From an optimization exercise on the open Yosys and OpenROAD flow, aimed at small area; shortcuts taken in it are not production practice.
Only simulation tests tie the RTL to the original design; equivalence was not proved.
Power is estimated from default activity; no workload was simulated.

Design fifo, start of the top module:
module fifo(clk,reset,r,w,data_in,out,full,empty,
	cnt_w_next,cnt_w,cnt_r_next,cnt_r);
Settings: LEC_CHECK=0, ABC_AREA=1, CAP_MARGIN=20, CORE_MARGIN=2, CORE_UTILIZATION=70, PLACE_DENSITY=0.8, SLEW_MARGIN=20; clock period 5.0 ns.
run.sh (not shown) runs the stock make flow with config.mk's settings and CLKGATE_MAP_FILE= SYNTH_SCRIPT=/design/flow/synth_recipe.tcl, a recipe that flattens the netlist after the stock synthesis.
The baseline finished with timing, DRC and antenna clean.
Rerun with:
--- a/flow/config.mk
+++ b/flow/config.mk
@@ -7,7 +7,6 @@
 export LEC_CHECK = 0
-export ABC_AREA = 1
 export CAP_MARGIN = 20
 export CORE_MARGIN = 2
-export CORE_UTILIZATION = 70
-export PLACE_DENSITY = 0.8
+export CORE_UTILIZATION = 40
+export PLACE_DENSITY = 0.6
 export SLEW_MARGIN = 20
Effect:
- The new run finished with timing, DRC and antenna clean
- worst setup slack loses 370 ps
- synthesized cell count fell by 24%
- core utilization fell by 37 points
- routed wire length falls by 3.8%
- design area went up by 2.9%
- worst hold slack improves by 39 ps
- non-clock buffer count goes up by 4
- maximum frequency is lower by 8.6%
- total power rises by 7.6%
- register-to-register slack loses 320 ps
- first-iteration DRC count goes down by 51%

The RTL this note starts from:
==> flow/design.v <==
`timescale 1 ns / 1 ps
module fifo_hold(q, ld_a, ld_b, nd, y);
	input q, ld_a, ld_b, nd;
	output y;
	assign y = ~((~q & ~ld_a) | (ld_b & nd));
endmodule
module fifo_aoi222(a0, s0, a1, s1, a2, s2, y);
	input a0, s0, a1, s1, a2, s2;
	output y;
	assign y = ~((a0 & s0) | (a1 & s1) | (a2 & s2));
endmodule
module fifo_nand5(a, y);
	input [4:0] a;
	output y;
	assign y = ~&a;
endmodule
module fifo(clk,reset,r,w,data_in,out,full,empty,
	cnt_w_next,cnt_w,cnt_r_next,cnt_r);
	input clk,reset,r,w;
	input [7:0] data_in;
	output wire [7:0] out;
	output reg full,empty;
	output wire [3:0] cnt_w_next,cnt_r_next;
	output reg [3:0] cnt_w, cnt_r;
	assign cnt_w_next = cnt_w + {3'b000, w};
	assign cnt_r_next = cnt_r + {3'b000, r};
	always @(posedge clk) begin
		if (reset) begin
			cnt_w <= 4'd0;
			cnt_r <= 4'd0;
			empty <= 1'b1;
			full  <= 1'b0;
		end else begin
			cnt_w <= cnt_w_next;
			cnt_r <= cnt_r_next;
			empty <= ((cnt_r_next == cnt_w) & ~w & r) | (empty & ~w);
			full  <= ((cnt_w_next == cnt_r) & w & ~r) | (full & ~r);
		end
	end
	wire [3:0] wlo, whi;
	assign wlo[0] = w & ~cnt_w[1] & ~cnt_w[0];
	assign wlo[1] = w & ~cnt_w[1] &  cnt_w[0];
	assign wlo[2] = w &  cnt_w[1] & ~cnt_w[0];
	assign wlo[3] = w &  cnt_w[1] &  cnt_w[0];
	assign whi[0] = ~cnt_w[3] & ~cnt_w[2];
	assign whi[1] = ~cnt_w[3] &  cnt_w[2];
	assign whi[2] =  cnt_w[3] & ~cnt_w[2];
	assign whi[3] =  cnt_w[3] &  cnt_w[2];
	wire [7:0] nd = ~(data_in & {8{~reset}});
	wire [14:0] ld;
	reg [119:0] m;
	genvar k, b;
	generate
		for (k = 0; k < 15; k = k + 1) begin : slot
			assign ld[k] = reset | (wlo[k % 4] & whi[k / 4]);
			for (b = 0; b < 8; b = b + 1) begin : bt
				wire y;
				fifo_hold u (.q(m[8*k+b]), .ld_a(ld[k]), .ld_b(ld[k]), .nd(nd[b]), .y(y));
				always @(posedge clk)
					m[8*k+b] <= y;
			end
		end
	endgenerate
	wire [3:0] rlo, rhi;
	assign rlo[0] = ~cnt_r[1] & ~cnt_r[0];
	assign rlo[1] = ~cnt_r[1] &  cnt_r[0];
	assign rlo[2] =  cnt_r[1] & ~cnt_r[0];
	assign rlo[3] =  cnt_r[1] &  cnt_r[0];
	assign rhi[0] = ~cnt_r[3] & ~cnt_r[2];
	assign rhi[1] = ~cnt_r[3] &  cnt_r[2];
	assign rhi[2] =  cnt_r[3] & ~cnt_r[2];
	assign rhi[3] =  cnt_r[3] &  cnt_r[2];
	wire [14:0] sel;
	generate
		for (k = 0; k < 15; k = k + 1) begin : rsel
			if (k == 13)
				assign sel[k] = rhi[3] & cnt_r[0] & (~cnt_r[1] | r);
			else
				assign sel[k] = rlo[k % 4] & rhi[k / 4];
		end
		for (b = 0; b < 8; b = b + 1) begin : rbit
			wire [4:0] t;
			for (k = 0; k < 5; k = k + 1) begin : grp
				fifo_aoi222 u (.a0(m[8*(3*k)+b]), .s0(sel[3*k]),
					.a1(m[8*(3*k+1)+b]), .s1(sel[3*k+1]),
					.a2(m[8*(3*k+2)+b]), .s2(sel[3*k+2]), .y(t[k]));
			end
			fifo_nand5 o (.a(t), .y(out[b]));
		end
	endgenerate
endmodule
clock: 5.0 ns
lec_check: 0
cap_margin: 20
core_margin: 2
core_utilization: 70
place_density: 0.8
slew_margin: 20
synth_hierarchical: 1
standard.sh (not shown) runs the stock make flow with config.mk's settings and CLKGATE_MAP_FILE= SYNTH_SCRIPT=/design/flow/synth_recipe.tcl, a recipe that flattens the netlist after the stock synthesis.
==> flow/flow/run.sh <==
#!/bin/bash
# Own layout flow: the standard flow (standard synthesis unchanged) with
#  - every combinational cell downsized after floorplan (repair re-sizes where needed),
#  - minimum-size buffers on the ports,
#  - a clock tree of small buffers without dummy loads.
set -euo pipefail
here=$(pwd)
export POST_FLOORPLAN_TCL=$here/flow/downsize.tcl
export BUFFER_PORTS_ARGS="-buffer_cell sky130_fd_sc_hd__buf_1"
export CTS_ARGS="-sink_clustering_enable -repair_clock_nets -buf_list sky130_fd_sc_hd__clkbuf_4 -sink_clustering_size 20 -sink_clustering_max_diameter 60 -dont_use_dummy_load"
bash standard.sh > $here/standard_flow.log 2>&1
==> flow/flow/downsize.tcl <==
# Replace every combinational cell by the smallest-area cell of the same
# family (same function, other drive strength); later repair steps size
# cells up again where slew, capacitance or timing need it.
set db [ord::get_db]
set block [ord::get_db_block]
set dont_use {}
if {[info exists ::env(DONT_USE_CELLS)]} { set dont_use $::env(DONT_USE_CELLS) }
set n 0
set saved 0.0
foreach inst [$block getInsts] {
  set m [$inst getMaster]
  set mn [$m getName]
  if {![regexp {^(sky130_fd_sc_hd__[a-z0-9]+)_(\d+)$} $mn -> base sz]} { continue }
  if {[regexp {^sky130_fd_sc_hd__(tap|fill|decap|lpflow|clkdly|dly|conb|probe)} $mn]} { continue }
  set best $m
  set best_area [expr {[$m getWidth] * [$m getHeight]}]
  foreach s {0 1 2 3 4 6 8 12 16} {
    set cn "${base}_$s"
    if {$cn eq $mn || [lsearch -exact $dont_use $cn] >= 0} { continue }
    set c [$db findMaster $cn]
    if {$c eq "NULL" || $c eq ""} { continue }
    set a [expr {[$c getWidth] * [$c getHeight]}]
    if {$a < $best_area} { set best $c; set best_area $a }
  }
  if {$best ne $m} {
    set saved [expr {$saved + ([$m getWidth] * [$m getHeight] - $best_area) / 1e6}]
    replace_cell [$inst getName] [$best getName]
    incr n
  }
}
puts "downsize: replaced $n cells, [format %.1f $saved] um2 less"
The first run passed the timing, DRC and antenna checks.
Edit:
- GPL_TIMING_DRIVEN: not set -> 0
Wire length drops by 1.7%.
Core utilization grows by 0.34 points.
Critical path depth went up by 1.
Clock-buffer cell count stays the same.
Worst setup slack degrades by 120 ps.
Total power stays flat.
Synthesized area does not change.
Clock power hardly moves.
Edit:
- CAP_MARGIN: 20 -> 5
- GPL_TIMING_DRIVEN: 0 -> not set
- SLEW_MARGIN: 20 -> 5
Effect: The new run finished clean. Wire length climbs by 1.3%. Global-route usage is higher by 0.56 points. Total power barely changes. Worst setup slack gets better by 110 ps. Core utilization goes down by 0.68 points. Die area is unchanged. Hold slack is about the same. Critical path depth fell by 2. Via count decreases by 1.8%. Clock power barely changes.

## afterwards: timing with drivers on the ports
How much do the figures lean on ideal ports? The routed layouts below were timed once more, with nothing changed but the port constraints.
Step 1, drivers: a clkbuf_16 drives clk and a buf_2 each remaining input, both assumed.
Step 2 moves the port delays by t, midway between the first and last clock arrival at a register: inputs arrive t later, outputs are due t later. That takes back most of the time a late clock gives input paths.
Slacks: no drivers / after step 1 / after step 2; pairs: no drivers / after step 1.
run | shift t [ns] | setup WS [ns] | hold slack, ns
the first run of note 1 | 0.548 | 1.045 / 1.012 / 1.173 | 0.448 / 0.448 / 0.448
the second run of note 1 | 0.440 | 0.674 / 0.636 / 0.821 | 0.487 / 0.487 / 0.487
the first run of note 2 | 0.526 | 0.993 / 0.962 / 1.388 | 0.478 / 0.478 / 0.478
the second run of note 2 | 0.523 | 0.873 / 0.844 / 1.348 | 0.477 / 0.477 / 0.477
the third run of note 2 | 0.520 | 0.988 / 0.957 / 1.368 | 0.478 / 0.478 / 0.478
After both steps setup and hold are still met in every run listed.
